From an optimization exercise on the open Yosys and OpenROAD flow, aimed at small area and a short achievable clock period; shortcuts taken in it are not production practice. At most, simulation tests tie the RTL to the original design; equivalence was not proved.

==> job 6126 <==
Design DCT_one_dimensional, start of the top module:
module DCT_one_dimensional
(
    input   wire                    sys_clk         ,
    input   wire                    sys_rst_n       ,
    input   wire                    start           ,
    input   wire            [95:0]  DCT_data_in     ,
    output  wire    signed  [11:0]  DCT_data_o_z0   ,
    output  wire    signed  [11:0]  DCT_data_o_z1   ,
    output  wire    signed  [11:0]  DCT_data_o_z2   ,
    output  wire    signed  [11:0]  DCT_data_o_z3   ,
    output  wire    signed  [11:0]  DCT_data_o_z4   ,
    output  wire    signed  [11:0]  DCT_data_o_z5   ,
    output  wire    signed  [11:0]  DCT_data_o_z6   ,
    output  wire    signed  [11:0]  DCT_data_o_z7   ,
    output  wire                    data_en
);
Settings: LEC_CHECK=0, CAP_MARGIN=20, CORE_MARGIN=2, CORE_UTILIZATION=40, SETUP_SLACK_MARGIN=3.0, SLEW_MARGIN=20; clock period 5.0 ns.
run.sh (not shown) runs the stock make flow with config.mk's settings and CLKGATE_MAP_FILE= SYNTH_SCRIPT=/design/flow/synth_recipe.tcl, a recipe that flattens the netlist after the stock synthesis.
==> inputs of job 1383, as changes to job 6126 <==
SETUP_SLACK_MARGIN = 2.0   (was 3.0)
==> comparison table <==
| metric | job 1383 | job 6126 |
|---|---|---|
| Footprint of the flip-flops and latches | 4882 um2 | 5069 um2 |
| Number of standard cells in the final layout excluding fillers | 3065 | 3145 |
| Hold Startpoint | st[5]$_DFF_PN0_ | st[3]$_DFF_PN0_ |
| FF-to-FF Start | e_lo[0]$_DFF_P_ | d_lo[0]$_DFF_P_ |
| R2R depth | 16 | 17 |
| Util after Layout | 55.62% | 58.32% |
| Global-route track usage on met2 | 37.30% | 38.44% |
| Area of the multi-input gates | 14970 um2 | 15300 um2 |
| Vias per std cell | 5.571 | 5.563 |
| Maximum clock frequency | 0.2566 GHz | 0.2585 GHz |
| Area after detailed placement | 20970 um2 | 21090 um2 |
| Result of the run | timing/DRC/antenna clean | timing/DRC/antenna clean |
| Min Clock Period, post-route | 3.898 ns | 3.869 ns |
| Met3 wire len | 3764 um | 3731 um |
| Normalized max-slew margin | 35.12% | 34.29% |
| Number of inserted filler cells in the final layout | 3981 | 3913 |
No functional check of the RTL was part of any run of this note.

==> inputs of run K <==
DCT_one_dimensional, a different RTL version from the one above (not shown whole).
clock: 5.0 ns
lec_check: 0
abc_area: 1
cap_margin: 20
core_margin: 2
core_utilization: 70
cts_buf_list: sky130_fd_sc_hd__clkbuf_8 sky130_fd_sc_hd__clkbuf_16
cts_cluster_diameter: 100
cts_cluster_size: 25
setup_slack_margin: 2.6
slew_margin: 20
standard.sh (not shown) runs the stock make flow with config.mk's settings and CLKGATE_MAP_FILE= SYNTH_SCRIPT=/design/flow/synth_recipe.tcl, a recipe that flattens the netlist after the stock synthesis.
==> flow/flow/run.sh <==
#!/bin/bash
# The standard layout, with the I/O port buffers made from plain buffers
# (sky130_fd_sc_hd__buf_1) instead of the delay-cell buffers buffer_ports
# picks by default. Every port still gets its buffer.
set -euo pipefail
export BUFFER_PORTS_ARGS="-buffer_cell sky130_fd_sc_hd__buf_1"
bash standard.sh > standard.log 2>&1
==> run P (differences from run K) <==
- CORE_UTILIZATION: 70 -> 50
==> run notes <==
	run K	run P
Result of the run	finished clean	finished clean
Total of clock buffers placed in the layout	20	19
Number of non-filler instances in the completed layout	3683	3874
Relative area change from synthesis to final layout	8.39%	9.31%
Register area	0.00786 mm2	0.00787 mm2
Initial core utilization	70.5%	50.3%
Overall via count from detail_route	20900	19600
All-Layer GR Usage	35.2%	24.3%
Estimated wirelength of the detail-placed design	46400 um	45700 um
Worst min-delay path endpoint	DA_z3_inst.low[0]	st[2]
Pin count of the biggest net entering global routing	88	87
Startpoint of the worst register-to-register path	odh[1]	st[7]
Worst Setup Slack post-DPL	2.20 ns	2.09 ns
DRC marker count from the first detailed-route iteration	1887	1357
Footprint of the multi-input gates	0.0125 mm2	0.0125 mm2
Antenna diode count	0	1
Source of the worst hold timing path	DA_z3_inst.acc[0]	st[1]
Vertical die dimension	182 um	214 um
Highest cell delay on the worst timing path	0.45 ns	0.58 ns
First-pass GRT wire length	95200 um	91600 um

## port drivers added, routing unchanged
No port has a modelled driver above. Below, the same layouts with a new extraction and two added sets of constraints.
Step 1 (the two cells are an assumption about what drives the block):
set clk [get_ports {sys_clk}]
set_driving_cell -lib_cell sky130_fd_sc_hd__clkbuf_16 $clk
set_driving_cell -lib_cell sky130_fd_sc_hd__buf_2 [delete_from_list [all_inputs] $clk]
Step 2, shift: input delay + t, output delay - t, t = (earliest + latest rising clock arrival at the registers) / 2. This alone moves slack from input paths to output paths.
Slacks: ideal ports / drivers / drivers and shift; pairs: ideal ports / drivers.
run | t, ns | slack for setup (ns) | clock arrival spread, ns | cell pins on the clock port's net
job 6126 | 0.653 | 1.131 / 1.131 / 1.131 | 0.034 / 0.035 | 1
job 1383 | 0.651 | 1.102 / 1.102 / 1.102 | 0.023 / 0.023 | 1
run K | 0.594 | 2.551 / 2.551 / 2.551 | 0.016 / 0.016 | 1
run P | 0.603 | 2.659 / 2.659 / 2.659 | 0.029 / 0.029 | 1
After both steps every run listed still meets setup and hold.
